This is an optimization exercise on Yosys and OpenROAD, whose aim is small area, not a production implementation. Only simulation tests tie the RTL to the original design; equivalence was not proved. No activity file was given, so power comes from the tool's default toggle rates. The clock port is modelled as an ideal driver; clocking choices that lean on that would not hold on a real chip.

===== flow/config.mk =====
export PLATFORM = sky130hd
export DESIGN_NAME = sobel
export DESIGN_NICKNAME = sobel
export VERILOG_FILES = /design/flow/design.v
export SDC_FILE = /design/flow/constraint.sdc
export NUM_CORES = 4
export LEC_CHECK = 0
export CAP_MARGIN = 20
export CORE_MARGIN = 2
export CORE_UTILIZATION = 60
export CTS_BUF_LIST = sky130_fd_sc_hd__clkbuf_16
export CTS_CLUSTER_DIAMETER = 100
export CTS_CLUSTER_SIZE = 30
export SLEW_MARGIN = 20

===== flow/constraint.sdc =====
create_clock -name core_clock -period 8.0 [get_ports {clk}]
set_input_delay 1.6000 -clock core_clock [delete_from_list [all_inputs] [get_ports {clk}]]
set_output_delay 1.6000 -clock core_clock [all_outputs]
set_load 0.01 [all_outputs]

===== flow/design.v =====
module line_chain
#(
parameter N = 259
)
(
	input              clk,
	input              en,
	input  [7:0]       din,
	output [8*N-1:0]   q
);
reg [8*N-1:0] sr;
always @(posedge clk)
	if(en)
		sr <= {sr[8*N-9:0], din};
assign q = sr;
endmodule
module matrix_3x3
(
	input clk,
	input rst_n,
	input valid,            
	input [7:0] din,
	output      col0,
	output [7:0] ta_n, output [7:0] tb_n, output [7:0] tc,
	output [7:0] ua_n, output [7:0] uc,
	output [7:0] ra, output [7:0] rb, output [7:0] rc
);
reg [7:0] yr;
always @(posedge clk)
	yr <= din;
wire [8*256-1:0] l;
line_chain #(.N(256)) u_chain (
	.clk (clk),
	.en  (valid),
	.din (yr),
	.q   (l)
);
reg [6:0] col_cnt;
reg [3:0] row_cnt;
always @(posedge clk or negedge rst_n)
	if(!rst_n) begin
		col_cnt <= 7'd0;
		row_cnt <= 4'd0;
	end
	else if(valid) begin
		col_cnt <= col_cnt + 1'b1;
		if(col_cnt == 7'h7f)
			row_cnt <= row_cnt + 1'b1;
	end
assign col0 = (col_cnt == 7'd0);
wire row0  = (row_cnt == 4'd0);
wire row01 = (row_cnt[3:1] == 3'd0);
wire [7:0] src_r = yr;
wire [7:0] src_u = row0  ? yr    : l[8*127 +: 8];
wire [7:0] src_t = row01 ? src_u : l[8*255 +: 8];
reg [7:0] b_r, a_r, b_u, a_u_n, b_t_n, a_t_n;
always @(posedge clk) begin
	b_r   <= src_r;
	b_u   <= src_u;
	b_t_n <= ~src_t;
	a_r   <= col0 ? src_r : b_r;
	a_u_n <= col0 ? ~src_u : ~b_u;
	a_t_n <= col0 ? ~src_t : b_t_n;
end
assign rc   = src_r;
assign rb   = b_r;
assign ra   = a_r;
assign uc   = src_u;
assign ua_n = a_u_n;
assign tc   = src_t;
assign tb_n = b_t_n;
assign ta_n = a_t_n;
endmodule
module rgb_to_ycbcr(
	input  [15:0] rgb565,
	output [7:0]  o_y_8b
);
wire n1 = ~rgb565[11] ^ ~rgb565[13] ^ ~rgb565[14];
wire n2 = (~rgb565[11] & ~rgb565[13]) | (~rgb565[11] & ~rgb565[14]) | (~rgb565[13] & ~rgb565[14]);
wire n3 = ~rgb565[12] ^ ~rgb565[15] ^ ~rgb565[6];
wire n4 = (~rgb565[12] & ~rgb565[15]) | (~rgb565[12] & ~rgb565[6]) | (~rgb565[15] & ~rgb565[6]);
wire n5 = rgb565[11] ^ ~rgb565[13] ^ rgb565[14];
wire n6 = (rgb565[11] & ~rgb565[13]) | (rgb565[11] & rgb565[14]) | (~rgb565[13] & rgb565[14]);
wire n7 = rgb565[5] ^ rgb565[8];
wire n8 = rgb565[5] & rgb565[8];
wire n9 = rgb565[12] ^ rgb565[15] ^ rgb565[6];
wire n10 = (rgb565[12] & rgb565[15]) | (rgb565[12] & rgb565[6]) | (rgb565[15] & rgb565[6]);
wire n11 = rgb565[11] ^ rgb565[13];
wire n12 = rgb565[11] & rgb565[13];
wire n13 = ~rgb565[11] ^ rgb565[13];
wire n14 = ~rgb565[11] & rgb565[13];
wire n15 = ~rgb565[12] ^ ~rgb565[6];
wire n16 = ~rgb565[12] & ~rgb565[6];
wire n17 = ~rgb565[11] ^ ~rgb565[13] ^ rgb565[14];
wire n18 = (~rgb565[11] & ~rgb565[13]) | (~rgb565[11] & rgb565[14]) | (~rgb565[13] & rgb565[14]);
wire n19 = ~rgb565[12] ^ rgb565[15] ^ ~rgb565[7];
wire n20 = (~rgb565[12] & rgb565[15]) | (~rgb565[12] & ~rgb565[7]) | (rgb565[15] & ~rgb565[7]);
wire n21 = ~rgb565[5] ^ ~rgb565[8] ^ ~rgb565[10];
wire n22 = (~rgb565[5] & ~rgb565[8]) | (~rgb565[5] & ~rgb565[10]) | (~rgb565[8] & ~rgb565[10]);
wire n23 = rgb565[0] ^ ~rgb565[3];
wire n24 = rgb565[0] & ~rgb565[3];
wire n25 = rgb565[7] ^ ~rgb565[9] ^ rgb565[1];
wire n26 = (rgb565[7] & ~rgb565[9]) | (rgb565[7] & rgb565[1]) | (~rgb565[9] & rgb565[1]);
wire n27 = ~rgb565[4] ^ n2 ^ n3;
wire n28 = (~rgb565[4] & n2) | (~rgb565[4] & n3) | (n2 & n3);
wire n29 = ~(~rgb565[10] ^ rgb565[2]);
wire n30 = ~rgb565[10] | rgb565[2];
wire n31 = n4 ^ n5 ^ n7;
wire n32 = (n4 & n5) | (n4 & n7) | (n5 & n7);
wire n33 = rgb565[7] ^ rgb565[9] ^ rgb565[3];
wire n34 = (rgb565[7] & rgb565[9]) | (rgb565[7] & rgb565[3]) | (rgb565[9] & rgb565[3]);
wire n35 = n6 ^ n8 ^ n9;
wire n36 = (n6 & n8) | (n6 & n9) | (n8 & n9);
wire n37 = rgb565[13] ^ rgb565[14] ^ rgb565[8];
wire n38 = (rgb565[13] & rgb565[14]) | (rgb565[13] & rgb565[8]) | (rgb565[14] & rgb565[8]);
wire n39 = rgb565[10] ^ rgb565[4] ^ n10;
wire n40 = (rgb565[10] & rgb565[4]) | (rgb565[10] & n10) | (rgb565[4] & n10);
wire n41 = rgb565[15] ^ rgb565[9];
wire n42 = rgb565[15] & rgb565[9];
wire n43 = rgb565[12] ^ ~rgb565[5];
wire n44 = rgb565[12] & ~rgb565[5];
wire n45 = ~rgb565[6] ^ rgb565[0] ^ rgb565[2];
wire n46 = (~rgb565[6] & rgb565[0]) | (~rgb565[6] & rgb565[2]) | (rgb565[0] & rgb565[2]);
wire n47 = ~(rgb565[12] ^ rgb565[1]);
wire n48 = rgb565[12] | rgb565[1];
wire n49 = ~(~rgb565[5] ^ rgb565[2]);
wire n50 = ~rgb565[5] | rgb565[2];
wire n51 = ~(~rgb565[7] ^ n14);
wire n52 = ~rgb565[7] | n14;
wire n53 = ~rgb565[8] ^ rgb565[3] ^ n16;
wire n54 = (~rgb565[8] & rgb565[3]) | (~rgb565[8] & n16) | (rgb565[3] & n16);
wire n55 = ~rgb565[9] ^ rgb565[4] ^ n18;
wire n56 = (~rgb565[9] & rgb565[4]) | (~rgb565[9] & n18) | (rgb565[4] & n18);
wire n57 = n1 ^ n20 ^ n21;
wire n58 = (n1 & n20) | (n1 & n21) | (n20 & n21);
wire n59 = n22 ^ n24 ^ n25;
wire n60 = (n22 & n24) | (n22 & n25) | (n24 & n25);
wire n61 = n26 ^ n28 ^ n29;
wire n62 = (n26 & n28) | (n26 & n29) | (n28 & n29);
wire n63 = n30 ^ n32 ^ n33;
wire n64 = (n30 & n32) | (n30 & n33) | (n32 & n33);
wire n65 = n34 ^ n36 ^ n37;
wire n66 = (n34 & n36) | (n34 & n37) | (n36 & n37);
wire n67 = ~(n38 ^ n40);
wire n68 = n38 | n40;
wire n69 = ~rgb565[10];
wire n70 = ~rgb565[1];
wire n71 = n11 ^ n44 ^ n45;
wire n72 = (n11 & n44) | (n11 & n45) | (n44 & n45);
wire n73 = n12 ^ n46 ^ n47;
wire n74 = (n12 & n46) | (n12 & n47) | (n46 & n47);
wire n75 = n13 ^ n48 ^ n49;
wire n76 = (n13 & n48) | (n13 & n49) | (n48 & n49);
wire n77 = n15 ^ n50 ^ n51;
wire n78 = (n15 & n50) | (n15 & n51) | (n50 & n51);
wire n79 = n17 ^ n52 ^ n53;
wire n80 = (n17 & n52) | (n17 & n53) | (n52 & n53);
wire n81 = n19 ^ n54 ^ n55;
wire n82 = (n19 & n54) | (n19 & n55) | (n54 & n55);
wire n83 = n23 ^ n56 ^ n57;
wire n84 = (n23 & n56) | (n23 & n57) | (n56 & n57);
wire n85 = n27 ^ n58 ^ n59;
wire n86 = (n27 & n58) | (n27 & n59) | (n58 & n59);
wire n87 = n31 ^ n60 ^ n61;
wire n88 = (n31 & n60) | (n31 & n61) | (n60 & n61);
wire n89 = n35 ^ n62 ^ n63;
wire n90 = (n35 & n62) | (n35 & n63) | (n62 & n63);
wire n91 = n39 ^ n64 ^ n65;
wire n92 = (n39 & n64) | (n39 & n65) | (n64 & n65);
wire n93 = n41 ^ n66 ^ n67;
wire n94 = (n41 & n66) | (n41 & n67) | (n66 & n67);
wire n95 = n42 ^ n68 ^ n69;
wire n96 = (n42 & n68) | (n42 & n69) | (n68 & n69);
wire n97 = ~rgb565[10];
wire n98 = rgb565[11] & rgb565[0];
wire n99 = (n43 & n70) | (n43 & n98) | (n70 & n98);
wire n100 = (rgb565[1] & n71) | (rgb565[1] & n99) | (n71 & n99);
wire n101 = (n72 & n73) | (n72 & n100) | (n73 & n100);
wire n102 = (n74 & n75) | (n74 & n101) | (n75 & n101);
wire n103 = (n76 & n77) | (n76 & n102) | (n77 & n102);
wire n104 = (n78 & n79) | (n78 & n103) | (n79 & n103);
wire n105 = (n80 & n81) | (n80 & n104) | (n81 & n104);
wire n106 = n82 ^ n83 ^ n105;
wire n107 = (n82 & n83) | (n82 & n105) | (n83 & n105);
wire n108 = n84 ^ n85 ^ n107;
wire n109 = (n84 & n85) | (n84 & n107) | (n85 & n107);
wire n110 = n86 ^ n87 ^ n109;
wire n111 = (n86 & n87) | (n86 & n109) | (n87 & n109);
wire n112 = n88 ^ n89 ^ n111;
wire n113 = (n88 & n89) | (n88 & n111) | (n89 & n111);
wire n114 = n90 ^ n91 ^ n113;
wire n115 = (n90 & n91) | (n90 & n113) | (n91 & n113);
wire n116 = n92 ^ n93 ^ n115;
wire n117 = (n92 & n93) | (n92 & n115) | (n93 & n115);
wire n118 = n94 ^ n95 ^ n117;
wire n119 = (n94 & n95) | (n94 & n117) | (n95 & n117);
wire n120 = n96 ^ n97 ^ n119;
assign o_y_8b = {n120, n118, n116, n114, n112, n110, n108, n106};
endmodule
module sobel
#(
parameter U_COL = 128,
parameter U_ROW = 16,
parameter value = 120
)
(
	input clk,
	input rst_n,
	input cmos_frame_vsync,
	input cmos_frame_hsync,
	input cmos_frame_valid,
	input [15:0]cmos_frame_data,
	output sobel_vsync,
	output sobel_hsync,
	output sobel_de,
	output [15:0] sobel_data
);
wire [7:0] y;
rgb_to_ycbcr u0_rgb_to_ycbcr (
	.rgb565 (cmos_frame_data),
	.o_y_8b (y)
);
reg [6:0] de_r, hs_r, vs_r;
always @(posedge clk or negedge rst_n)
	if(!rst_n) begin
		de_r <= 7'd0;
		hs_r <= 7'd0;
		vs_r <= 7'd0;
	end
	else begin
		de_r <= {de_r[5:0], cmos_frame_valid};
		hs_r <= {hs_r[5:0], cmos_frame_hsync};
		vs_r <= {vs_r[5:0], cmos_frame_vsync};
	end
wire [7:0] ta_n, tb_n, tc, ua_n, uc, ra, rb, rc;
wire       col0;
matrix_3x3 u_matrix_3x3 (
	.clk   (clk),
	.rst_n (rst_n),
	.valid (de_r[0]),
	.din   (y),
	.col0  (col0),
	.ta_n(ta_n), .tb_n(tb_n), .tc(tc),
	.ua_n(ua_n), .uc(uc),
	.ra(ra), .rb(rb), .rc(rc)
);
wire [8:0] dx, d1, e1, e2;
rca #(8) u_dx (.a(uc), .b(ua_n), .ci(1'b1), .s(dx));
rca #(8) u_d1 (.a(rb), .b(tb_n), .ci(1'b1), .s(d1));
rca #(8) u_e1 (.a(rc), .b(col0 ? ~tc : ta_n), .ci(1'b1), .s(e1));
rca #(8) u_e2 (.a(ra), .b(~tc), .ci(1'b1), .s(e2));
wire [9:0] w1, w2;
rca #(9) u_w1 (.a(d1), .b(dx),  .ci(1'b0), .s(w1));
rca #(9) u_w2 (.a(d1), .b(~dx), .ci(1'b0), .s(w2));
wire [10:0] p, q;
rca #(10) u_p (.a(w1), .b({1'b0, e1}), .ci(1'b0), .s(p));
rca #(10) u_q (.a(w2), .b({1'b0, e2}), .ci(1'b0), .s(q));
wire p_small = (p >= 11'd708) && (p <= 11'd828);
wire q_small = (q >= 11'd707) && (q <= 11'd827);
wire c_small = (e1 >= 9'd226) && (e1 <= 9'd286);
wire edge_bit = col0 ? ~c_small : ~(p_small & q_small);
reg [6:1] e_r;
always @(posedge clk)
	e_r <= {e_r[5:1], edge_bit};
assign sobel_de    = de_r[6];
assign sobel_hsync = hs_r[6];
assign sobel_vsync = vs_r[6];
assign sobel_data  = e_r[6] ? 16'h0000 : 16'hffff;
endmodule
module rca
#(
parameter N = 8
)
(
	input  [N-1:0] a,
	input  [N-1:0] b,
	input          ci,
	output [N:0]   s
);
wire [N:0] c;
assign c[0] = ci;
genvar i;
generate for (i = 0; i < N; i = i + 1) begin : g
	assign s[i]   = a[i] ^ b[i] ^ c[i];
	assign c[i+1] = (a[i] & b[i]) | (a[i] & c[i]) | (b[i] & c[i]);
end endgenerate
assign s[N] = c[N];
endmodule

===== flow/run.sh =====
#!/bin/bash
# synth_recipe.tcl (not shown) runs the flow's synth.tcl, then flattens the netlist and writes it again
# the make line also repeats each setting of config.mk as NAME=value (left out here)
make -C /OpenROAD-flow-scripts/flow DESIGN_CONFIG=/design/flow/config.mk WORK_HOME=/design/flow/orfs CLKGATE_MAP_FILE= SYNTH_SCRIPT=/design/flow/synth_recipe.tcl finish

==> results by group, run 1 <==
Worst hold path
  – Min-Delay Path Class: reg -> reg

Route
  – Metal2 WL: 32,300 um
  – # DRC: 0
  – Final wirelength: 77,600 um
  – Initial DRT Pass Iterations: 5
  – Wire length per cell: 18.4 um
  – DR vias: 22,000
  – Antenna-violating nets left: 0
  – DR iter-0 viols: 1,955
  – M1 WL: 41,200 um
  – Highest Signal Layer: met4
  – Vias per inst: 5.21
  – Met3 WL: 2220 um

Clock tree
  – CTS clk-pin slew, worst paths: 0.11 ns
  – Postcts setup bufs: 0
  – CTS tree: yes
  – Clock latency on the worst-skew pair: 0.69 ns
  – Clock Sinks: 2,142
  – Max clock buf depth: 3
  – Num CTS Buffers: 81
  – Resized Gates After CTS: 0
  – Post-CTS Hold Buffers: 0
  – H-tree depth: 3
  – Root Buffer: clkbuf_16

Finish
  – Reg area: 63,500 sq um
  – Most frequent cells in the layout: 2,048 x edfxtp_1, 170 x inv_1, 101 x fa_1
  – Nets: 2,822
  – Final Core Density: 64.5%
  – Fraction of layout cells with a size suffix above 1: 5.27%
  – Fillers: 7,227
  – Diodes inserted: 0
  – Commonest non-fill, non-tap cell in the layout: edfxtp_1
  – Area growth, synth to finish: 7.03%
  – Multi-input gate area: 3330 sq um

Logic synthesis
  – Post-synthesis adder-cell area fraction: 3.51%
  – Compound-Gate Fraction of Synth Area: 0.248%
  – Multiplexer area fraction after synthesis: 0.636%
  – Syn Area/Cell: 26.5 sq um
  – Seq cells post-synth: 2,142
  – Gate count after technology mapping: 2,548
  – Synthesized cell area: 67,500 sq um
  – Largest family of logic cells by synthesized area: adder cells
  – Ys Warns: 3
  – Syn nets: 2,698
  – Synth cell types: 39
  – Simple-gate area share of the yosys netlist: 0.397%
  – Sequential-to-total area share from yosys stat: 94.1%
  – XOR/XNOR share of the synthesized area: 0.143%

Timing
  – Least-Margin Pin Slew: 1.09 ns
  – PnR worst setup slack: 0.761 ns
  – Post-layout min period: 7.24 ns
  – Setup TNS: 0 ns
  – Hold Vio Cnt, Final: 0
  – Worst clock skew: 0.0272 ns
  – Slew margin rel.: 27.4%
  – Max Transition Viols Final: 0
  – RSZ-0062 raised after global routing: no
  – Final setup violating endpoints: 0
  – Max frequency: 138 MHz
  – Final worst path period share: 90.5%

Die
  – Ports: 40
  – Die ar.: 115,000 sq um
  – Core footprint: 112,000 sq um
  – Chip width: 339 um
  – # rows: 123
  – Die Y: 339 um
  – Initial Util: 60.3%

Place
  – Gp weighted congestion: 0.752
  – DP Wirelength: 37,500 um
  – Pre-CTS setup slack: 0.621 ns
  – I/O Buffers: 39

Power and ir drop
  – Pwr dens: 328 nW/um^2
  – Total power: 0.0237 W
  – Leakage power: 24.6 nW
  – Worst vdd ir: 0.653 mV

Worst setup path
  – Crit path capture type: flop
  – Top cell by count, worst path: fa_1
  – CP max-delay cell: fa_1
  – Critical Path RT: 8.56 ns
  – Maximum fanout along the worst path: 8
  – Worst path max stage delay: 0.61 ns
  – Worst-path cell chain: inv_1 -> ha_1 -> nor3b_4 -> buf_4 -> mux2_2 -> inv_1 -> ha_1 -> fa_1 -> fa_1 -> fa_1 -> fa_1 -> fa_1 -> fa_1 -> fa_1 -> fa_1 -> fa_1 -> fa_1 -> ha_1 -> nor4bb_1 -> o21a_1 -> a31oi_1
  – Critical Path Source Type: flop
  – CP Class: reg -> reg
  – Worst path arrival time: 7.80 ns

Global route
  – Largest net degree at the start of global routing: 214
  – Remaining Overflow, GRT: 0
  – Antenna violations before repair: 1
  – Number of global-route vias before repair: 21,200
  – First-pass GRT wire length: 122,000 um
  – GRT Overall Usage: 13.4%

Outcome
  – Status: finished clean

Flow run
  – Max-cap viol count: 0
[worst max-delay path: cells and delay by family (launching register included)]
| family | cells | cell delay [ns] |
|---|---|---|
| buf+inv | 3 | 0.31 |
| compound gates | 2 | 0.27 |
| fa+ha+maj | 13 | 5.29 |
| flops | 1 | 0.46 |
| mux | 1 | 0.26 |
| simple gates | 2 | 0.51 |
[flip-flops by register name (all words and copies together), names as in the netlist, 8 cells and up]
| name | cells |
|---|---|
| u_matrix_3x3.u_chain.sr | 2048 |
| u_matrix_3x3.a_r | 8 |
| u_matrix_3x3.a_t_n | 8 |
| u_matrix_3x3.a_u_n | 8 |
| u_matrix_3x3.b_r | 8 |
| u_matrix_3x3.b_t_n | 8 |
| u_matrix_3x3.b_u | 8 |
| u_matrix_3x3.yr | 8 |
[synth_stat cells]
cell type / count / area (sq um)
a211oi_1: 1 / 7.51
a21oi_1: 11 / 55.1
a221oi_1: 1 / 8.76
a31oi_1: 3 / 18.8
a41oi_1: 1 / 8.76
and3_1: 2 / 12.5
buf_2: 2 / 10.0
buf_4: 15 / 113
clkbuf_1: 2 / 7.51
dfrtp_1: 32 / 801
dfxtp_1: 62 / 1240
edfxtp_1: 2048 / 61500
fa_1: 101 / 2020
ha_1: 28 / 350
inv_1: 133 / 499
mux2_2: 28 / 315
mux2i_1: 10 / 100
mux2i_2: 1 / 13.8
nand2_1: 10 / 37.5
nand3_1: 2 / 10.0
nand3b_1: 2 / 15.0
nand4_1: 4 / 25.0
nand4b_1: 2 / 17.5
nor2_1: 15 / 56.3
nor3_1: 1 / 5.00
nor3_4: 1 / 16.3
nor3b_1: 1 / 7.51
nor3b_4: 1 / 18.8
nor4_1: 2 / 12.5
nor4b_1: 1 / 8.76
nor4bb_1: 1 / 10.0
o21a_1: 1 / 7.51
o21ai_0: 7 / 35.0
o22ai_1: 1 / 6.26
o2bb2ai_1: 1 / 8.76
o41a_1: 1 / 11.3
or4_1: 2 / 15.0
xnor2_1: 7 / 61.3
xor2_1: 4 / 35.0
[cells by family after synthesis]
| logic type | count (synthesis) |
|---|---|
| and+or+nand+nor | 47 |
| xor gates and xnor gates | 11 |
| muxes | 39 |
| adders and majority gates | 129 |
| buffers and inverters | 152 |
| DFF | 2142 |
| AOI/OAI and AO/OA | 28 |
[cell type report]
type	instances	area share (%)
clock buffer	82	2.84
clock inverter	45	0.393
inverter	133	0.691
multi-input combinational	254	4.61
sequential	2142	88.0
tap	1500	2.60
timing repair buffer	60	0.914
[routing by layer]
layer	global-route usage, %	vias to the layer above
met2	18.1	213
li1	-	10000
met3	2.39	109
met5	0	-
met4	3.71	0
met1	22.9	11600
[metrics by stage]
| step | instance area, sq um | hold WS (ns) | instances |
|---|---|---|---|
| after detailed placement | 69900 | 0.312 | 4089 |
| after global placement | 69900 | 0.317 | 4089 |
| final | 72300 | 0.337 | 4216 |
| after global routing | 72300 | 0.341 | 4216 |
| after CTS | 72300 | 0.337 | 4216 |
| after floorplan | 67500 | 0.310 | 2548 |
[power breakdown]
part	internal, W	switching, W	leakage [nW]
Combinational	0.00236	0.00292	2.33
Clock	0.00197	0.00295	1.28
Sequential	0.0132	0.000318	21.0
[path summary, 6_finish.rpt]
check                      slack, ns                           startpoint                 to  cells past startpoint
setup / recovery                0.76  u_matrix_3x3.row_cnt[1]$_DFFE_PN0P_     e_r[1]$_DFF_P_                     21
hold / removal                  0.34                       e_r[4]$_DFF_P_     e_r[5]$_DFF_P_                      0
setup reg to reg                0.76  u_matrix_3x3.row_cnt[1]$_DFFE_PN0P_     e_r[1]$_DFF_P_                     21
hold reg to reg                 0.34                       e_r[4]$_DFF_P_     e_r[5]$_DFF_P_                      0
max in group asynchronous       6.34                                rst_n  de_r[0]$_DFF_PN0_                      2
min in group asynchronous       1.32                                rst_n  hs_r[1]$_DFF_PN0_                      2
==> run 2: changes to the inputs <==
==> flow/flow/run.sh (new file) <==
#!/bin/bash
# The standard layout, with two changes: the clock tree is built without
# dummy loads, and the port buffers are the smallest buffer cell.
set -euo pipefail
export CTS_ARGS="-sink_clustering_enable -repair_clock_nets -sink_clustering_size 32 -sink_clustering_max_diameter 130 -buf_list sky130_fd_sc_hd__clkbuf_16 -dont_use_dummy_load"
export BUFFER_PORTS_ARGS="-buffer_cell sky130_fd_sc_hd__buf_1"
bash standard.sh > standard_make.log 2>&1
==> flow/standard.sh (new file) <==
#!/bin/bash
# synth_recipe.tcl (not shown) runs the flow's synth.tcl, then flattens the netlist and writes it again
# the make line also repeats each setting of config.mk as NAME=value (left out here)
make -C /OpenROAD-flow-scripts/flow DESIGN_CONFIG=/design/flow/config.mk WORK_HOME=/design/flow/orfs CLKGATE_MAP_FILE= SYNTH_SCRIPT=/design/flow/synth_recipe.tcl "${@:-finish}"
removed: flow/run.sh
==> run 2 against run 1 <==
Effect of this change: fmax rose by 0.67%; clock power fell by 7.1%; count of clock-buffer cells in the layout fell by 5; largest power group unchanged; still clean; die area did not move.
==> results by group, run 2 <==
Clock tree
  – Post-CTS Hold Buffers: 0
  – Root Buffer: clkbuf_16
  – Clock Sinks: 2,142
  – CTS clk-pin slew, worst paths: 0.12 ns
  – Resized Gates After CTS: 0
  – Num CTS Buffers: 77
  – H-tree depth: 3
  – Clock latency on the worst-skew pair: 0.68 ns
  – CTS tree: yes
  – Max clock buf depth: 3
  – Postcts setup bufs: 0

Route
  – Antenna-violating nets left: 0
  – Wire length per cell: 18.9 um
  – Vias per inst: 5.25
  – # DRC: 0
  – Initial DRT Pass Iterations: 5
  – DR vias: 21,900
  – DR iter-0 viols: 2,019
  – Final wirelength: 78,800 um

Timing
  – Hold Vio Cnt, Final: 0
  – Setup TNS: 0 ns
  – Least-Margin Pin Slew: 1.17 ns
  – Final setup violating endpoints: 0
  – Post-layout min period: 7.19 ns
  – Max Transition Viols Final: 0
  – Slew margin rel.: 22.1%
  – PnR worst setup slack: 0.809 ns
  – Final worst path period share: 89.9%
  – Max frequency: 139 MHz
  – RSZ-0062 raised after global routing: no
  – Worst clock skew: 0.0551 ns

Worst setup path
  – Crit path capture type: flop
  – Critical Path RT: 8.50 ns
  – Maximum fanout along the worst path: 8
  – Critical Path Source Type: flop
  – Worst path arrival time: 7.69 ns
  – CP Class: reg -> reg

Logic synthesis
  – Synth cell types: 39
  – Commonest cells in the netlist: 2,048 x edfxtp_1, 133 x inv_1, 101 x fa_1, 62 x dfxtp_1, 32 x dfrtp_1
  – Sequential-to-total area share from yosys stat: 94.1%
  – Seq cells post-synth: 2,142
  – Number of synthesized flops with an enable pin: 2,048
  – Ys Warns: 3
  – Synthesized cell area: 67,500 sq um
  – Syn nets: 2,698
  – Syn Area/Cell: 26.5 sq um
  – Top cells by area, synth: edfxtp_1 91%, fa_1 3.0%, dfxtp_1 1.8%
  – Synth async-reset ratio: 1.49%
  – Synth Flop Type: edfxtp_1
  – Area share of the largest cell type after synthesis: 91.1%
  – Gate count after technology mapping: 2,548
  – Most frequent cell after synthesis: edfxtp_1
  – Synth area leader: edfxtp_1

Die
  – Chip width: 339 um
  – Ports: 40
  – # rows: 123
  – Die Y: 339 um
  – Initial Util: 60.3%
  – Core footprint: 112,000 sq um
  – Die ar.: 115,000 sq um

Place
  – Post-Place Cells: 4,088
  – Pre-CTS setup slack: 0.778 ns
  – DP Wirelength: 38,200 um
  – Gp weighted congestion: 0.733
  – I/O Buffers: 39

Finish
  – Fillers: 7,267
  – Nets: 2,818
  – Register name with the most flops: u_matrix_3x3.u_chain.sr
  – Post-Layout Cell Count: 4,167
  – Area growth, synth to finish: 6.08%
  – Fraction of layout cells with a size suffix above 1: 4.91%
  – Final Core Density: 63.9%
  – Most frequent cells in the layout: 2,048 x edfxtp_1, 133 x inv_1, 101 x fa_1
  – Max FFs per register: 2,048
  – Commonest non-fill, non-tap cell in the layout: edfxtp_1

Flow run
  – Max-cap viol count: 0

Global route
  – Remaining Overflow, GRT: 0
  – Met3 usage: 2.22%
  – GRT Overall Usage: 13.6%
  – Antenna violations before repair: 2
  – Number of global-route vias before repair: 21,300
  – Met2 Usage GRT: 18.6%
  – Global routing's busiest layer: met1
  – Met1 usage: 23.3%
  – Largest net degree at the start of global routing: 212
  – First-pass GRT wire length: 123,000 um

Power and ir drop
  – Pwr dens: 326 nW/um^2
  – Leakage power: 24.1 nW
  – Total power: 0.0234 W
  – Worst vdd ir: 0.527 mV

Worst hold path
  – Min-Delay Path Class: reg -> reg

Outcome
  – Status: finished clean
run 2: cell counts after synthesis:
No cell type changed its count.
run 2: cell type report:
type | count | area [sq um] | area share (%)
inverter | 133 | 499 | 0.697
clock buffer | 77 | 1930 | 2.69
multi-input combinational | 254 | 3330 | 4.65
timing repair buffer | 60 | 425 | 0.594
sequential | 2142 | 63500 | 88.7
tap | 1500 | 1880 | 2.62
antenna | 1 | 2.50 | 0.00349
run 2: final timing paths:
check	start	end	slack [ns]	depth (start not counted)
worst min register to register	e_r[5]$_DFF_P_	e_r[6]$_DFF_P_	0.34	0
min in group asynchronous	rst_n	vs_r[0]$_DFF_PN0_	1.03	1
max in group asynchronous	rst_n	de_r[0]$_DFF_PN0_	6.34	1
worst min-delay path	e_r[5]$_DFF_P_	e_r[6]$_DFF_P_	0.34	0
worst max-delay path	u_matrix_3x3.row_cnt[1]$_DFFE_PN0P_	e_r[1]$_DFF_P_	0.81	21
worst max register to register	u_matrix_3x3.row_cnt[1]$_DFFE_PN0P_	e_r[1]$_DFF_P_	0.81	21
run 2: worst max-delay path: stages (launching register included):
cell and delay (ns):
dfrtp_1 0.46, inv_1 0.06, ha_1 0.18, nor3b_4 0.15
buf_4 0.18, mux2_2 0.26, inv_1 0.06, ha_1 0.20
fa_1 0.46, fa_1 0.46, fa_1 0.46, fa_1 0.46
fa_1 0.47, fa_1 0.46, fa_1 0.61, fa_1 0.45
fa_1 0.42, fa_1 0.37, ha_1 0.28, nor4bb_1 0.31
o21a_1 0.17, a31oi_1 0.08
run 2: power by group:
group / switching, W / internal, W
combinational: 0.00298 / 0.00234
clock: 0.00283 / 0.00175
sequential: 0.000320 / 0.0132
run 2: kinds of logic after synthesis:
logic type               count (synthesis)  share of synthesized area (%)
AO/OA/AOI/OAI                           28                          0.248
XOR/XNOR                                11                          0.143
adder cells (fa/ha/maj)                129                           3.51
buffers and inverters                  152                          0.932
flip-flops                            2142                           94.1
multiplexers                            39                          0.636
AND/OR/NAND/NOR                         47                          0.397
run 2: stage by stage:
| stage | hold slack, ns | cell area (sq um) |
|---|---|---|
| after global placement | 0.314 | 69700 |
| after floorplan | 0.310 | 67500 |
| after CTS | 0.340 | 71600 |
| after global routing | 0.343 | 71600 |
| after detailed placement | 0.314 | 69700 |
| final | 0.337 | 71600 |
run 2: metal layers:
metal / part of all wire (%) / vias up
li1: - / 9967
met1: 54 / 11600
met2: 42 / 206
met3: 2.7 / 105
met4: 2.1 / 0
met5: 0 / -
==> run 3: changes to the inputs <==
==> flow/flow/run.sh (replaced) <==
#!/bin/bash
# The standard layout, with two changes: the clock tree is built without
# dummy loads, and the port buffers are the smallest buffer cell.
set -euo pipefail
export CTS_ARGS="-sink_clustering_enable -repair_clock_nets -sink_clustering_size 30 -sink_clustering_max_diameter 100 -buf_list sky130_fd_sc_hd__clkbuf_16 -dont_use_dummy_load"
export BUFFER_PORTS_ARGS="-buffer_cell sky130_fd_sc_hd__buf_1"
bash standard.sh > standard_make.log 2>&1
==> run 3 against run 2 <==
Effect of this change: critical path depth unchanged; count of clock-buffer cells in the layout rose by 5; clock power grew 3%; combinational power hardly changed; flip-flop and latch count did not move; worst hold slack got worse by 0.00099 ns; core utilization increased by 0.11 points; register-to-register slack is essentially flat; power is 0.62% higher; sequential power about the same; non-clock buffer count unchanged.
==> results by group, run 3 <==
Global route
  – Remaining Overflow, GRT: 0
  – Number of global-route vias before repair: 21,300
  – GRT Overall Usage: 13.7%
  – First-pass GRT wire length: 124,000 um
  – Antenna violations before repair: 2
  – Largest net degree at the start of global routing: 212

Power and ir drop
  – Clk pwr share: 20.1%
  – Pint: 0.0174 W
  – Seq pwr share: 57.3%
  – Sw frac: 26.2%
  – Leakage power: 24.2 nW
  – NetSw: 0.00616 W
  – Comb power frac: 22.6%
  – Worst vdd ir: 0.528 mV
  – Pwr dens: 328 nW/um^2

Clock tree
  – Postcts setup bufs: 0
  – Max clock buf depth: 3
  – CTS clk-pin slew, worst paths: 0.11 ns
  – Clock Sinks: 2,142
  – CTS tree: yes
  – H-tree depth: 3
  – Post-CTS Hold Buffers: 0
  – Clock latency on the worst-skew pair: 0.67 ns
  – Num CTS Buffers: 82
  – Resized Gates After CTS: 0
  – Root Buffer: clkbuf_16

Outcome
  – Status: finished clean

Finish
  – Max FFs per register: 2,048
  – Commonest non-fill, non-tap cell in the layout: edfxtp_1
  – Nets: 2,823
  – Area growth, synth to finish: 6.26%
  – Fillers: 7,263
  – Register name with the most flops: u_matrix_3x3.u_chain.sr
  – Finished layout cell area: 71,700 sq um
  – Diodes inserted: 0
  – Fraction of layout cells with a size suffix above 1: 5.09%
  – Final Core Density: 64.0%
  – Most frequent cells in the layout: 2,048 x edfxtp_1, 133 x inv_1, 101 x fa_1

Timing
  – Final setup violating endpoints: 0
  – Final Hold Slack: 0.336 ns
  – Least-Margin Pin Slew: 1.12 ns
  – Max Transition Viols Final: 0
  – Max frequency: 139 MHz
  – Final worst path period share: 90.1%
  – Slew margin rel.: 25.0%
  – RSZ-0062 raised after global routing: no
  – Setup TNS: 0 ns
  – Worst clock skew: 0.0544 ns
  – Post-layout min period: 7.21 ns
  – PnR worst setup slack: 0.795 ns
  – Hold Vio Cnt, Final: 0

Route
  – Wire length per cell: 19.0 um
  – DR iter-0 viols: 2,001
  – Metal2 WL: 33,200 um
  – M1 WL: 41,900 um
  – Antenna-violating nets left: 0
  – DR vias: 21,900
  – Final wirelength: 79,100 um
  – Met3 WL: 2250 um
  – Initial DRT Pass Iterations: 5
  – Highest Signal Layer: met4
  – # DRC: 0
  – Vias per inst: 5.26

Logic synthesis
  – Ys Warns: 3
  – Synth Flop Type: edfxtp_1
  – Synth area leader: edfxtp_1
  – Gate count after technology mapping: 2,548
  – Top cells by area, synth: edfxtp_1 91%, fa_1 3.0%, dfxtp_1 1.8%
  – Syn Area/Cell: 26.5 sq um
  – Commonest cells in the netlist: 2,048 x edfxtp_1, 133 x inv_1, 101 x fa_1, 62 x dfxtp_1, 32 x dfrtp_1
  – Most frequent cell after synthesis: edfxtp_1
  – Seq cells post-synth: 2,142
  – Synth cell types: 39
  – Synth async-reset ratio: 1.49%
  – Area share of the largest cell type after synthesis: 91.1%
  – Syn nets: 2,698
  – Number of synthesized flops with an enable pin: 2,048
  – Synthesized cell area: 67,500 sq um
  – Sequential-to-total area share from yosys stat: 94.1%

Worst hold path
  – Min-Delay Path Class: reg -> reg

Die
  – Die ar.: 115,000 sq um
  – Ports: 40
  – Initial Util: 60.3%
  – Core footprint: 112,000 sq um
  – Die Y: 339 um
  – # rows: 123
  – Chip width: 339 um

Flow run
  – Max-cap viol count: 0

Place
  – Pre-CTS setup slack: 0.778 ns
  – Area post-placement: 69,700 sq um
  – DP Wirelength: 38,200 um
  – Gp weighted congestion: 0.733
  – I/O Buffers: 39

Worst setup path
  – Worst path arrival time: 7.69 ns
  – Critical Path RT: 8.49 ns
  – CP Class: reg -> reg
  – Crit path capture type: flop
  – Maximum fanout along the worst path: 8
  – Critical Path Source Type: flop
## run 3: cell families (layout without fill, tap and decap cells)
group | after synthesis | count (layout) | synth area share (%)
flops | 2142 | 2142 | 94.1
compound gates | 28 | 28 | 0.248
xor+xnor | 11 | 11 | 0.143
mux | 39 | 39 | 0.636
simple gates | 47 | 47 | 0.397
buf+inv | 152 | 275 | 0.932
fa+ha+maj | 129 | 129 | 3.51
## run 3: per-stage QoR
step,power (W),std cells
6_report,0.0235,4171
5_1_grt,0.0253,4171
4_1_cts,0.0240,4170
3_5_place_dp,0.0192,4088
3_3_place_gp,0.0192,4088
2_1_floorplan,0.0178,2548
## run 3: worst paths after layout
kind	start	end	slack, ns	cells after the start
min in group asynchronous	rst_n	vs_r[4]$_DFF_PN0_	1.03	1
setup reg to reg	u_matrix_3x3.row_cnt[1]$_DFFE_PN0P_	e_r[1]$_DFF_P_	0.79	21
hold / removal	e_r[5]$_DFF_P_	e_r[6]$_DFF_P_	0.34	0
max in group asynchronous	rst_n	de_r[0]$_DFF_PN0_	6.35	1
setup / recovery	u_matrix_3x3.row_cnt[1]$_DFFE_PN0P_	e_r[1]$_DFF_P_	0.79	21
hold reg to reg	e_r[5]$_DFF_P_	e_r[6]$_DFF_P_	0.34	0
## run 3: power groups by stage
stage                     Clock, W  Combinational, W  Sequential, W
after floorplan                  0           0.00387         0.0140
after global placement           0           0.00547         0.0137
after detailed placement         0           0.00546         0.0137
after CTS                  0.00498           0.00551         0.0135
after global routing       0.00533           0.00639         0.0136
final                      0.00472           0.00532         0.0135
## run 3: layout make-up
| class | instances | area (sq um) | area share (%) |
|---|---|---|---|
| multi-input cells | 254 | 3330 | 4.65 |
| clock buffers | 82 | 2050 | 2.86 |
| well taps | 1500 | 1880 | 2.62 |
| flip-flops and latches | 2142 | 63500 | 88.6 |
| inverters | 133 | 499 | 0.696 |
| repair buffers | 60 | 425 | 0.593 |
## run 3: metal layers
metal | vias up | global-route usage [%]
met5 | - | 0
met3 | 103 | 2.29
li1 | 9984 | -
met1 | 11600 | 23.3
met2 | 219 | 18.6
met4 | 0 | 3.61
## run 3: critical path: stages, from the launching register on
cell	delay, ns
dfrtp_1	0.46
inv_1	0.06
ha_1	0.19
nor3b_4	0.14
buf_4	0.18
mux2_2	0.26
inv_1	0.06
ha_1	0.20
fa_1	0.46
fa_1	0.46
fa_1	0.46
fa_1	0.46
fa_1	0.47
fa_1	0.46
fa_1	0.61
fa_1	0.46
fa_1	0.42
fa_1	0.37
ha_1	0.28
nor4bb_1	0.31
o21a_1	0.17
a31oi_1	0.07
==> run 4: changes to the inputs <==
==> flow/flow/run.sh (replaced) <==
#!/bin/bash
# The standard layout, with three changes:
#  - after the standard synthesis, flow/fa_polarity.py picks the polarity of
#    each full-adder cell so that fewer inverters are needed between them
#    (registers and every other cell are left as synthesis made them);
#  - the clock tree is built without dummy loads, from clkbuf_16 cells
#    driving clusters of up to 32 flip-flops;
#  - the port buffers are the smallest buffer cell.
set -euo pipefail
export CTS_ARGS="-sink_clustering_enable -repair_clock_nets -sink_clustering_size 28 -sink_clustering_max_diameter 160 -buf_list sky130_fd_sc_hd__clkbuf_16 -dont_use_dummy_load"
export BUFFER_PORTS_ARGS="-buffer_cell sky130_fd_sc_hd__buf_1"
R=orfs/results/${FLOW_PLATFORM}/sobel/base
bash standard.sh synth > synth_make.log 2>&1
cp $R/1_2_yosys.v yosys_standard.v
python3 flow/fa_polarity.py yosys_standard.v $R/1_2_yosys.v > fa_polarity.log 2>&1
rm -f $R/1_synth.odb $R/1_synth.sdc
bash standard.sh > layout_make.log 2>&1
==> flow/flow/fa_polarity.py (new file) <==
#!/usr/bin/env python3
"""Remove inverters around full-adder cells of a Yosys netlist.

A full adder is self-dual: fa(~a, ~b, ~c) = (~cout, ~sum). Yosys's adder
extraction leaves inverters between fa cells whose polarity it picks cell by
cell. This script gives every fa cell a polarity (as is, or with all its
inputs and outputs complemented) so that the fewest inverters remain, then
rewrites the netlist: all inv cells are removed and one inverter is added per
net that some load needs complemented. The logic function is unchanged; only
inv and fa cells are touched.

usage: fa_polarity.py in.v out.v
"""
import re, sys, random

src = open(sys.argv[1]).read()
m = re.search(r'^(module .*?;\n)(.*?)^endmodule', src, re.S | re.M)
head, body = m.group(1), m.group(2)

ident = r'(?:\\\S+\s|[A-Za-z_][A-Za-z0-9_$]*(?:\s*\[\d+\])?)'
cell_re = re.compile(r'^\s*(sky130_fd_sc_hd__\w+)\s+(' + ident + r')\s*\((.*?)\);\s*$', re.S | re.M)
pin_re = re.compile(r'\.(\w+)\(\s*(.*?)\s*\)(?=\s*,|\s*$)', re.S)

decls = []
cells = []
pos = 0
for cm in cell_re.finditer(body):
    decls.append(body[pos:cm.start()])
    pos = cm.end()
    pins = {}
    for pm in pin_re.finditer(cm.group(3)):
        pins[pm.group(1)] = pm.group(2).strip()
    cells.append([cm.group(1), cm.group(2).strip(), pins])
tail = body[pos:]
other = "".join(decls) + tail
if re.search(r'\bassign\b', other):
    sys.exit("netlist has assign statements; not handled")

OUTPINS = {'X', 'Y', 'Q', 'Q_N', 'SUM', 'COUT', 'HI', 'LO'}
def is_inv(t): return re.match(r'sky130_fd_sc_hd__inv_\d+$', t) is not None
def is_fa(t): return t == 'sky130_fd_sc_hd__fa_1'

# inverter output net -> input net
inv_of = {}
for t, n, p in cells:
    if is_inv(t):
        inv_of[p['Y']] = p['A']

ports = set()
for line in head.splitlines() + other.splitlines():
    mm = re.match(r'\s*(input|output)\s*(\[\d+:\d+\])?\s*(.*);', line)
    if mm:
        for nm in mm.group(3).split(','):
            nm = nm.strip()
            if mm.group(2):
                hi, lo = map(int, mm.group(2)[1:-1].split(':'))
                for i in range(min(hi, lo), max(hi, lo) + 1):
                    ports.add(f"{nm}[{i}]")
            else:
                ports.add(nm)

def root(net):
    par = 0
    seen = 0
    while net in inv_of and seen < 100:
        net = inv_of[net]; par ^= 1; seen += 1
    return net, par

# loads: list of (cell index, pin, root, parity)
fa_idx = [i for i, c in enumerate(cells) if is_fa(c[0])]
fa_set = set(fa_idx)
drv_fa = {}
for i in fa_idx:
    for pin in ('SUM', 'COUT'):
        if pin in cells[i][2]:
            drv_fa[cells[i][2][pin]] = i
loads = {}   # root -> list of (cell idx or None, pin, parity)
for i, (t, n, p) in enumerate(cells):
    if is_inv(t):
        continue
    for pin, net in p.items():
        if pin in OUTPINS or net == '' or net.startswith("1'b"):
            continue
        r, par = root(net)
        loads.setdefault(r, []).append((i, pin, par))
# inverter outputs that reach ports must stay as they are
for pnet in ports:
    if pnet in inv_of:
        r, par = root(pnet)
        loads.setdefault(r, []).append((None, pnet, par))

x = {i: 0 for i in fa_idx}
for i in fa_idx:
    for pin in ('SUM', 'COUT'):
        if cells[i][2].get(pin) in ports:
            fa_idx.remove(i); fa_set.discard(i); del x[i]
            break
def cost_root(r):
    xd = x.get(drv_fa.get(r, -1), 0)
    need = False
    for i, pin, par in loads.get(r, []):
        q = par ^ xd ^ (x[i] if i in fa_set else 0)
        if q:
            need = True
            break
    return 1 if need else 0
roots = list(loads.keys())
def total():
    return sum(cost_root(r) for r in roots)
# roots touched by each fa
touch = {i: set() for i in fa_idx}
for r in roots:
    if r in drv_fa:
        touch[drv_fa[r]].add(r)
    for i, pin, par in loads[r]:
        if i in fa_set:
            touch[i].add(r)

before = total()
best = dict(x); best_cost = before
random.seed(1)
for restart in range(30):
    if restart:
        for i in fa_idx:
            x[i] = random.randint(0, 1)
    improved = True
    while improved:
        improved = False
        for i in fa_idx:
            c0 = sum(cost_root(r) for r in touch[i])
            x[i] ^= 1
            c1 = sum(cost_root(r) for r in touch[i])
            if c1 < c0:
                improved = True
            else:
                x[i] ^= 1
    c = total()
    if c < best_cost:
        best_cost = c; best = dict(x)
x = best
after = total()
old_inv = sum(1 for c in cells if is_inv(c[0]))
print(f"fa cells {len(fa_idx)}, flipped {sum(x.values())}, inverters {old_inv} -> {after}", file=sys.stderr)
if after >= old_inv:
    open(sys.argv[2], 'w').write(src)
    sys.exit(0)

# rewrite
newcells = []
newwires = []
k = 0
invnet = {}
def inv_net(r):
    global k
    if r not in invnet:
        k += 1
        nn = f"fapol_n{k}"
        invnet[r] = nn
        newwires.append(nn)
        newcells.append(('sky130_fd_sc_hd__inv_1', f"fapol_inv{k}", {'A': r, 'Y': nn}))
    return invnet[r]
for i, (t, n, p) in enumerate(cells):
    if is_inv(t):
        continue
    np_ = dict(p)
    for pin, net in p.items():
        if pin in OUTPINS or net == '' or net.startswith("1'b"):
            continue
        r, par = root(net)
        xd = x.get(drv_fa.get(r, -1), 0)
        q = par ^ xd ^ (x[i] if i in fa_set else 0)
        np_[pin] = inv_net(r) if q else r
    newcells.append((t, n, np_))
# ports driven through inverters
for pnet in sorted(ports):
    if pnet in inv_of:
        r, par = root(pnet)
        xd = x.get(drv_fa.get(r, -1), 0)
        q = par ^ xd
        k += 1
        if q:
            newcells.append(('sky130_fd_sc_hd__inv_1', f"fapol_inv{k}", {'A': r, 'Y': pnet}))
        else:
            newcells.append(('sky130_fd_sc_hd__buf_1', f"fapol_buf{k}", {'A': r, 'X': pnet}))

def fmt(t, n, p):
    pins = ",\n".join(f"    .{a}({b}{' ' if b.startswith(chr(92)) else ''})" for a, b in p.items())
    return f"  {t} {n} (\n{pins}\n  );\n"
out = head
out += "".join(f"  wire {w};\n" for w in newwires)
out += "".join(decls)  # declarations (wire lists) in original order
out += "".join(fmt(*c) for c in newcells)
out += tail + "endmodule\n"
open(sys.argv[2], 'w').write(out)
==> run 4 against run 3 <==
Effect of this change: still clean on timing, DRC and antenna; fmax fell by 0.77%; synthesized cell count fell by 2.2%; area after synthesis fell by 0.31%; critical path depth rose by 1; core utilization rose by 0.53 points; die area fell by 0.31%; power fell by 0.17%; via count fell by 0.66%; final area fell by 0.13%; register-to-register slack got worse by 0.06 ns; global-route usage fell by 0.15 points; combinational power fell by 3%; critical endpoint unchanged; largest power group unchanged.
==> results by group, run 4 <==
Worst setup path
  – R2R cell count: 22
  – Worst path max stage delay: 0.59 ns
  – WP depth: 22
  – Critical Path Start: u_matrix_3x3.row_cnt[1]$_DFFE_PN0P_
  – CP Class: reg -> reg
  – Worst-path cell chain: inv_1 -> ha_1 -> nor3b_4 -> mux2_2 -> inv_1 -> ha_1 -> inv_1 -> fa_1 -> fa_1 -> fa_1 -> fa_1 -> fa_1 -> fa_1 -> fa_1 -> inv_1 -> fa_1 -> fa_1 -> fa_1 -> ha_1 -> nor4bb_1 -> o21a_1 -> a31oi_1
  – WP buf/inv: 4
  – Critical Path Source Type: flop
  – Critical Path RT: 8.52 ns
  – R2R Setup Slk: 0.74 ns
  – Critical path's top delay family: adder cells
  – Worst path arrival time: 7.79 ns
  – CP max-delay cell: fa_1
  – Crit path capture type: flop
  – Worst flop-to-flop path endpoint: e_r[1]$_DFF_P_
  – Worst r2r src: u_matrix_3x3.row_cnt[1]$_DFFE_PN0P_
  – Top cell by count, worst path: fa_1
  – CP endpoint: e_r[1]$_DFF_P_
  – Maximum fanout along the worst path: 5

Timing
  – RSZ-0062 raised after global routing: no
  – Max Transition Viols Final: 0
  – Least-Margin Pin Slew: 0.925 ns
  – Worst clock skew: 0.0625 ns
  – Final worst path period share: 90.8%
  – Setup TNS: 0 ns
  – Max frequency: 138 MHz
  – Final setup violating endpoints: 0
  – Hold Vio Cnt, Final: 0
  – Slew margin rel.: 38.3%
  – Post-layout min period: 7.26 ns

Die
  – Initial Util: 60.6%
  – Ports: 40
  – Die Y: 339 um
  – Chip width: 339 um
  – # rows: 122
  – Core footprint: 111,000 sq um
  – Die ar.: 115,000 sq um

Route
  – Final wirelength: 78,000 um
  – DR iter-0 viols: 2,213
  – DR vias: 21,800
  – Wire length per cell: 19.0 um
  – # DRC: 0
  – Antenna-violating nets left: 0
  – Initial DRT Pass Iterations: 5
  – Vias per inst: 5.30

Finish
  – Register name with the most flops: u_matrix_3x3.u_chain.sr
  – Commonest non-fill, non-tap cell in the layout: edfxtp_1
  – Fraction of layout cells with a size suffix above 1: 5.38%
  – Nets: 2,772
  – Max FFs per register: 2,048
  – Most frequent cells in the layout: 2,048 x edfxtp_1, 101 x fa_1, 86 x clkbuf_16
  – Area growth, synth to finish: 6.45%
  – Final Core Density: 64.6%

Place
  – Gp weighted congestion: 0.775
  – DP Wirelength: 37,100 um
  – I/O Buffers: 39

Global route
  – Remaining Overflow, GRT: 0
  – Met1 usage: 23.3%
  – Number of global-route vias before repair: 21,100
  – Antenna violations before repair: 2
  – Met3 usage: 2.28%
  – Global routing's busiest layer: met1
  – Largest net degree at the start of global routing: 231
  – GRT Overall Usage: 13.5%
  – Met2 Usage GRT: 18.1%
  – First-pass GRT wire length: 122,000 um

Clock tree
  – Max clock buf depth: 3
  – Clock Sinks: 2,142
  – Postcts setup bufs: 0
  – Post-CTS Hold Buffers: 0
  – H-tree depth: 3
  – Clock latency on the worst-skew pair: 0.67 ns
  – Resized Gates After CTS: 0
  – CTS clk-pin slew, worst paths: 0.11 ns
  – Root Buffer: clkbuf_16
  – Num CTS Buffers: 86
  – CTS tree: yes

Logic synthesis
  – Gate count after technology mapping: 2,492
  – Syn nets: 2,642
  – Synthesized cell area: 67,300 sq um
  – Ys Warns: 3
  – Syn Area/Cell: 27.0 sq um

Worst hold path
  – Min-Delay Path Class: reg -> reg
  – WHS Path Cells: 0

Power and ir drop
  – Worst vdd ir: 0.841 mV
  – Pwr dens: 328 nW/um^2
  – Leakage power: 24.0 nW

Outcome
  – Status: finished clean

Flow run
  – Max-cap viol count: 0
## run 4: cell type report
class,instances,area [sq um]
clock buffers,86,2150
inverters,77,289
multi-input cells,254,3330
fillers,7104,39300
repair buffers,61,453
well taps,1488,1860
flip-flops and latches,2142,63500
diodes,1,2.50
## run 4: power breakdown
group | switching (W) | internal [W]
Sequential | 0.000341 | 0.0132
Combinational | 0.00282 | 0.00234
Clock | 0.00289 | 0.00194
## run 4: worst reg2reg max path, stage by stage (launching register included)
cell and delay (ns):
dfrtp_1 0.46, inv_1 0.08, ha_1 0.15, nor3b_4 0.21
mux2_2 0.39, inv_1 0.08, ha_1 0.14, inv_1 0.05
fa_1 0.44, fa_1 0.46, fa_1 0.46, fa_1 0.46
fa_1 0.46, fa_1 0.47, fa_1 0.59, inv_1 0.07
fa_1 0.40, fa_1 0.47, fa_1 0.44, ha_1 0.28
nor4bb_1 0.33, o21a_1 0.17, a31oi_1 0.07
## run 4: layer usage
metal / wire, um / up-vias
met4: 1740 / 0
met5: 0 / -
met2: 32600 / 270
met1: 41000 / 11500
li1: - / 9877
met3: 2640 / 96
## run 4: worst min path at each step
stage          slack [ns]           start             end
6_report             0.34  e_r[5]$_DFF_P_  e_r[6]$_DFF_P_
5_1_grt              0.35  e_r[4]$_DFF_P_  e_r[5]$_DFF_P_
4_1_cts              0.35  e_r[4]$_DFF_P_  e_r[5]$_DFF_P_
3_5_place_dp         0.32  e_r[4]$_DFF_P_  e_r[5]$_DFF_P_
3_3_place_gp         0.33  e_r[5]$_DFF_P_  e_r[6]$_DFF_P_
2_1_floorplan        0.31  e_r[1]$_DFF_P_  e_r[2]$_DFF_P_
## run 4: per-stage QoR
step / hold WS, ns / power, W / instances / instance area (sq um) / setup slack [ns]
4_1_cts: 0.348 / 0.0239 / 4106 / 71600 / 0.639
6_report: 0.344 / 0.0235 / 4109 / 71600 / 0.739
5_1_grt: 0.354 / 0.0251 / 4108 / 71600 / 0.334
2_1_floorplan: 0.310 / 0.0178 / 2492 / 67300 / -7.99
3_5_place_dp: 0.324 / 0.0189 / 4020 / 69400 / 0.648
3_3_place_gp: 0.328 / 0.0189 / 4020 / 69400 / 0.748
==> run 5: changes to the inputs <==
--- a/flow/flow/run.sh
+++ b/flow/flow/run.sh
@@ -8,5 +8,5 @@
 #  - the port buffers are the smallest buffer cell.
 set -euo pipefail
-export CTS_ARGS="-sink_clustering_enable -repair_clock_nets -sink_clustering_size 28 -sink_clustering_max_diameter 160 -buf_list sky130_fd_sc_hd__clkbuf_16 -dont_use_dummy_load"
+export CTS_ARGS="-sink_clustering_enable -repair_clock_nets -sink_clustering_size 16 -sink_clustering_max_diameter 60 -buf_list sky130_fd_sc_hd__clkbuf_8 -dont_use_dummy_load"
 export BUFFER_PORTS_ARGS="-buffer_cell sky130_fd_sc_hd__buf_1"
 R=orfs/results/${FLOW_PLATFORM}/sobel/base
==> run 5 against run 4 <==
Effect of this change: clock power fell by 3%; count of clock-buffer cells in the layout rose by 69; die area did not move; power fell by 0.55%; worst hold slack got worse by 0.034 ns; sequential share of layout area barely moved; flip-flop and latch count did not move; sequential power barely moved; highest routed layer unchanged.
==> results by group, run 5 <==
Logic synthesis
  – Ys Warns: 3
  – Syn nets: 2,642
  – Gate count after technology mapping: 2,492
  – Syn Area/Cell: 27.0 sq um
  – Synthesized cell area: 67,300 sq um

Power and ir drop
  – NetSw: 0.00612 W
  – Pwr dens: 326 nW/um^2
  – Worst vdd ir: 0.844 mV
  – Leakage power: 24.0 nW
  – Comb power frac: 22.1%
  – Seq pwr share: 57.8%
  – Sw frac: 26.2%
  – Pint: 0.0172 W
  – Clk pwr share: 20.1%

Worst setup path
  – Crit path capture type: flop
  – Maximum fanout along the worst path: 5
  – CP max-delay cell: fa_1
  – Top cell by count, worst path: fa_1
  – CP Class: reg -> reg
  – Worst-path cell chain: inv_1 -> ha_1 -> nor3b_4 -> mux2_2 -> inv_1 -> ha_1 -> inv_1 -> fa_1 -> fa_1 -> fa_1 -> fa_1 -> fa_1 -> fa_1 -> fa_1 -> inv_1 -> fa_1 -> fa_1 -> fa_1 -> ha_1 -> nor4bb_1 -> o21a_1 -> a31oi_1
  – Worst path max stage delay: 0.59 ns
  – Critical Path RT: 8.64 ns
  – Critical Path Source Type: flop
  – Worst path arrival time: 7.96 ns

Clock tree
  – Max clock buf depth: 3
  – Resized Gates After CTS: 0
  – Num CTS Buffers: 155
  – H-tree depth: 4
  – CTS tree: yes
  – Post-CTS Hold Buffers: 0
  – Root Buffer: clkbuf_8
  – Clock Sinks: 2,142
  – Postcts setup bufs: 0
  – CTS clk-pin slew, worst paths: 0.09 ns
  – Clock latency on the worst-skew pair: 0.83 ns

Timing
  – Setup TNS: 0 ns
  – Final setup violating endpoints: 0
  – RSZ-0062 raised after global routing: no
  – Hold Vio Cnt, Final: 0
  – Final worst path period share: 91.5%
  – Least-Margin Pin Slew: 0.919 ns
  – Worst clock skew: 0.0839 ns
  – Max Transition Viols Final: 0
  – Max frequency: 137 MHz
  – Slew margin rel.: 38.7%
  – Final Hold Slack: 0.310 ns
  – Post-layout min period: 7.32 ns

Flow run
  – Max-cap viol count: 0

Route
  – Vias per inst: 5.28
  – Wire length per cell: 19.1 um
  – # DRC: 0
  – DR iter-0 viols: 2,084
  – Final wirelength: 79,700 um
  – Antenna-violating nets left: 0
  – Initial DRT Pass Iterations: 4
  – DR vias: 22,100

Die
  – Die ar.: 115,000 sq um
  – Initial Util: 60.6%
  – Die Y: 339 um
  – Ports: 40
  – # rows: 122
  – Core footprint: 111,000 sq um
  – Chip width: 339 um

Global route
  – Largest net degree at the start of global routing: 231
  – GRT Overall Usage: 13.9%
  – Antenna violations before repair: 3
  – Remaining Overflow, GRT: 0
  – First-pass GRT wire length: 124,000 um
  – Number of global-route vias before repair: 21,900

Place
  – DP Wirelength: 37,100 um
  – Gp weighted congestion: 0.775
  – I/O Buffers: 39
  – Post-Place Cells: 4,020
  – Area post-placement: 69,400 sq um

Finish
  – Area growth, synth to finish: 6.43%
  – Nets: 2,841
  – Reg area: 63,500 sq um
  – Multi-input gate area: 3330 sq um
  – Finished layout cell area: 71,600 sq um
  – Register name with the most flops: u_matrix_3x3.u_chain.sr
  – Commonest non-fill, non-tap cell in the layout: edfxtp_1
  – Final Core Density: 64.5%
  – Fillers: 7,103
  – Max FFs per register: 2,048
  – Most frequent cells in the layout: 2,048 x edfxtp_1, 155 x clkbuf_8, 101 x fa_1
  – Fraction of layout cells with a size suffix above 1: 7.81%
  – Post-Layout Cell Count: 4,178

Outcome
  – Status: finished clean

Worst hold path
  – Min-Delay Path Class: reg -> reg
## run 5: per-stage QoR
stage               worst slack, ns  power (W)
finish                        0.684     0.0233
global route                  0.267     0.0250
CTS                           0.568     0.0238
detailed placement            0.648     0.0189
global placement              0.748     0.0189
floorplan                     -7.99     0.0178
## run 5: metal layers
layer	vias up	global-route usage (%)	wire length, um
met5	-	0	0
met4	0	5.19	2110
met3	155	2.65	3110
met2	345	18.3	32700
met1	11600	23.2	41700
li1	9993	-	-
## run 5: worst paths after layout
check / start / to / slack [ns] / cells after the start
min in group asynchronous: rst_n / de_r[6]$_DFF_PN0_ / 0.88 / 1
setup / recovery: u_matrix_3x3.row_cnt[1]$_DFFE_PN0P_ / e_r[1]$_DFF_P_ / 0.68 / 22
max in group asynchronous: rst_n / de_r[0]$_DFF_PN0_ / 6.48 / 1
hold / removal: u_matrix_3x3.yr[0]$_DFF_P_ / u_matrix_3x3.b_r[0]$_DFF_P_ / 0.31 / 0
setup reg to reg: u_matrix_3x3.row_cnt[1]$_DFFE_PN0P_ / e_r[1]$_DFF_P_ / 0.68 / 22
hold reg to reg: u_matrix_3x3.yr[0]$_DFF_P_ / u_matrix_3x3.b_r[0]$_DFF_P_ / 0.31 / 0
## run 5: final cells by class
class / count / area share [%]
flip-flops and latches: 2142 / 88.7
diodes: 1 / 0.00349
multi-input cells: 254 / 4.65
well taps: 1488 / 2.60
inverters: 77 / 0.404
repair buffers: 61 / 0.632
clock buffers: 155 / 2.98
## run 5: critical path, delay by kind of cell, from the launching register on
| kind | cells | cell delay (ns) |
|---|---|---|
| and+or+nand+nor | 2 | 0.55 |
| DFF | 1 | 0.45 |
| muxes | 1 | 0.39 |
| AOI/OAI and AO/OA | 2 | 0.24 |
| adders and majority gates | 13 | 5.22 |
| buffers and inverters | 4 | 0.28 |
## run 5: power groups by stage
| stage | logic [W] | registers (W) | clock network, W |
|---|---|---|---|
| after global placement | 0.00517 | 0.0137 | 0 |
| after CTS | 0.00526 | 0.0135 | 0.00499 |
| after global routing | 0.00608 | 0.0136 | 0.00535 |
| final | 0.00515 | 0.0135 | 0.00470 |
| after detailed placement | 0.00520 | 0.0137 | 0 |
| after floorplan | 0.00382 | 0.0140 | 0 |
==> run 6: changes to the inputs <==
--- a/flow/flow/run.sh
+++ b/flow/flow/run.sh
@@ -8,5 +8,5 @@
 #  - the port buffers are the smallest buffer cell.
 set -euo pipefail
-export CTS_ARGS="-sink_clustering_enable -repair_clock_nets -sink_clustering_size 16 -sink_clustering_max_diameter 60 -buf_list sky130_fd_sc_hd__clkbuf_8 -dont_use_dummy_load"
+export CTS_ARGS="-sink_clustering_enable -repair_clock_nets -sink_clustering_size 32 -sink_clustering_max_diameter 130 -buf_list \"sky130_fd_sc_hd__clkbuf_8 sky130_fd_sc_hd__clkbuf_16\" -root_buf sky130_fd_sc_hd__clkbuf_16 -dont_use_dummy_load"
 export BUFFER_PORTS_ARGS="-buffer_cell sky130_fd_sc_hd__buf_1"
 R=orfs/results/${FLOW_PLATFORM}/sobel/base
==> run 6 against run 5 <==
Effect of this change: still clean on timing, DRC and antenna; sequential share of layout area rose by 0.29 points; worst setup slack better by 0.041 ns; synthesized cell count unchanged; clock skew is 0.052 ns lower; worst hold slack better by 0.036 ns; via count shrank 2.2%; cell count fell by 1.9%; non-clock buffer count unchanged; flip-flop and latch count is the same; global-route usage fell by 0.50 points; power down 0.72%; critical endpoint unchanged; largest power group unchanged.
==> results by group, run 6 <==
Timing
  – Hold Vio Cnt, Final: 0
  – Final worst path period share: 90.9%
  – Least-Margin Pin Slew: 0.924 ns
  – Setup TNS: 0 ns
  – Worst clock skew: 0.0321 ns
  – Slew margin rel.: 38.4%
  – PnR worst setup slack: 0.725 ns
  – Max frequency: 137 MHz
  – Final Hold Slack: 0.346 ns
  – Max Transition Viols Final: 0
  – Final setup violating endpoints: 0
  – RSZ-0062 raised after global routing: no
  – Post-layout min period: 7.27 ns

Global route
  – Antenna violations before repair: 2
  – GRT Overall Usage: 13.4%
  – First-pass GRT wire length: 121,000 um
  – Remaining Overflow, GRT: 0
  – Largest net degree at the start of global routing: 231
  – Number of global-route vias before repair: 21,000

Worst setup path
  – Worst-path cell chain: inv_1 -> ha_1 -> nor3b_4 -> mux2_2 -> inv_1 -> ha_1 -> inv_1 -> fa_1 -> fa_1 -> fa_1 -> fa_1 -> fa_1 -> fa_1 -> fa_1 -> inv_1 -> fa_1 -> fa_1 -> fa_1 -> ha_1 -> nor4bb_1 -> o21a_1 -> a31oi_1
  – WP buf/inv: 4
  – R2R cell count: 22
  – Worst r2r src: u_matrix_3x3.row_cnt[0]$_DFFE_PN0P_
  – Crit path capture type: flop
  – Worst path max stage delay: 0.59 ns
  – Maximum fanout along the worst path: 4
  – Top cell by count, worst path: fa_1
  – Critical Path Source Type: flop
  – Critical path's top delay family: adder cells
  – Worst flop-to-flop path endpoint: e_r[1]$_DFF_P_
  – CP Class: reg -> reg
  – Critical Path RT: 8.51 ns
  – CP max-delay cell: fa_1
  – Worst path arrival time: 7.79 ns
  – R2R Setup Slk: 0.73 ns

Die
  – Ports: 40
  – Core footprint: 111,000 sq um
  – Chip width: 339 um
  – Die Y: 339 um
  – # rows: 122
  – Die ar.: 115,000 sq um
  – Initial Util: 60.6%

Finish
  – Fraction of layout cells with a size suffix above 1: 5.02%
  – Fillers: 7,119
  – Max FFs per register: 2,048
  – Area growth, synth to finish: 6.08%
  – Register name with the most flops: u_matrix_3x3.u_chain.sr
  – Most frequent cells in the layout: 2,048 x edfxtp_1, 101 x fa_1, 77 x inv_1
  – Diodes inserted: 0
  – Nets: 2,762
  – Finished layout cell area: 71,400 sq um
  – Commonest non-fill, non-tap cell in the layout: edfxtp_1

Clock tree
  – CTS clk-pin slew, worst paths: 0.11 ns
  – Max clock buf depth: 3
  – Root Buffer: clkbuf_16
  – Num CTS Buffers: 76
  – Resized Gates After CTS: 0
  – CTS tree: yes
  – Post-CTS Hold Buffers: 0
  – H-tree depth: 3
  – Clock Sinks: 2,142
  – Postcts setup bufs: 0
  – Clock latency on the worst-skew pair: 0.65 ns

Route
  – Antenna-violating nets left: 0
  – Wire length per cell: 18.9 um
  – Vias per inst: 5.26
  – Final wirelength: 77,600 um
  – DR vias: 21,600
  – DR iter-0 viols: 2,179
  – # DRC: 0
  – Initial DRT Pass Iterations: 4

Logic synthesis
  – Synthesized cell area: 67,300 sq um
  – Syn Area/Cell: 27.0 sq um
  – Syn nets: 2,642
  – Ys Warns: 3
  – Gate count after technology mapping: 2,492

Power and ir drop
  – Total power: 0.0232 W
  – Leakage power: 23.8 nW
  – Worst vdd ir: 0.826 mV
  – Pwr dens: 325 nW/um^2

Place
  – DP Wirelength: 37,100 um
  – I/O Buffers: 39
  – Area post-placement: 69,400 sq um
  – Pre-CTS setup slack: 0.648 ns
  – Gp weighted congestion: 0.775

Worst hold path
  – Worst Hold End: e_r[5]$_DFF_P_
  – WHS Path Cells: 0
  – Min-Delay Path Class: reg -> reg
  – Hold_sp: e_r[4]$_DFF_P_

Flow run
  – Max-cap viol count: 0

Outcome
  – Status: finished clean
-- run 6: how the worst max path moves through the flow --
stage                                              from                                  end  slack [ns]  cells past startpoint
detailed placement  u_matrix_3x3.row_cnt[1]$_DFFE_PN0P_                       e_r[1]$_DFF_P_        0.65                     22
global placement    u_matrix_3x3.row_cnt[1]$_DFFE_PN0P_                       e_r[1]$_DFF_P_        0.75                     22
CTS                 u_matrix_3x3.row_cnt[1]$_DFFE_PN0P_                       e_r[1]$_DFF_P_        0.63                     22
global route        u_matrix_3x3.row_cnt[0]$_DFFE_PN0P_                       e_r[1]$_DFF_P_        0.33                     22
finish              u_matrix_3x3.row_cnt[0]$_DFFE_PN0P_                       e_r[1]$_DFF_P_        0.73                     22
floorplan                             de_r[0]$_DFF_PN0_  u_matrix_3x3.row_cnt[1]$_DFFE_PN0P_       -7.99                      4
-- run 6: area by class of cell --
type	count	area (sq um)	area share [%]
Sequential cell	2142	63500	89.0
Multi-Input combinational cell	254	3330	4.67
Tap cell	1488	1860	2.61
Timing Repair Buffer	61	453	0.635
Inverter	77	289	0.405
Clock buffer	76	1900	2.66
-- run 6: where the power goes --
group          internal, W  switching (W)  total (W)  leakage, nW
combinational      0.00233        0.00280    0.00513         1.96
sequential          0.0132       0.000341     0.0135         21.0
clock              0.00173        0.00283    0.00455        0.937
-- run 6: metrics by stage --
stage / std cells / utilization, %
2_1_floorplan: 2492 / -
3_3_place_gp: 4020 / 62.6
3_5_place_dp: 4020 / 62.6
4_1_cts: 4096 / 64.3
5_1_grt: 4098 / 64.3
6_report: 4098 / 64.3
-- run 6: per-layer routing --
metal | share of wire [%] | GRT usage [%] | up-vias | wire [um]
li1 | - | - | 9851 | -
met1 | 53 | 22.9 | 11400 | 41100
met2 | 42 | 18.1 | 226 | 32500
met3 | 2.8 | 2.14 | 100 | 2190
met4 | 2.4 | 3.60 | 0 | 1820
met5 | 0 | 0 | - | 0

re-timing with driven ports:
No port has a modelled driver above. Below, the same layouts with a new extraction and two added sets of constraints.
Step 1 (the two cells are an assumption about what drives the block):
set clk [get_ports {clk}]
set_driving_cell -lib_cell sky130_fd_sc_hd__clkbuf_16 $clk
set_driving_cell -lib_cell sky130_fd_sc_hd__buf_2 [delete_from_list [all_inputs] $clk]
Step 2 also shifts input and output timing later by t, the mid clock arrival at the registers, as if the neighbouring blocks saw the same clock.
a / b / c = no drivers / after step 1 / after step 2; a / b = the first two.
| run | t, ns | slack for setup (ns) | cell pins on the clock port's net |
|---|---|---|---|
| run 1 | 0.750 | 0.761 / 0.761 / 0.563 | 1 |
| run 2 | 0.726 | 0.809 / 0.809 / 0.809 | 1 |
| run 3 | 0.718 | 0.795 / 0.795 / 0.795 | 1 |
| run 4 | 0.713 | 0.739 / 0.739 / 0.739 | 1 |
| run 5 | 0.850 | 0.684 / 0.684 / 0.684 | 1 |
| run 6 | 0.718 | 0.725 / 0.725 / 0.725 | 1 |
After both steps setup and hold are still met in every run listed. For run 1, which loses most, drivers alone change the setup slack by 0.000 ns; drivers and shift together by -0.198 ns.
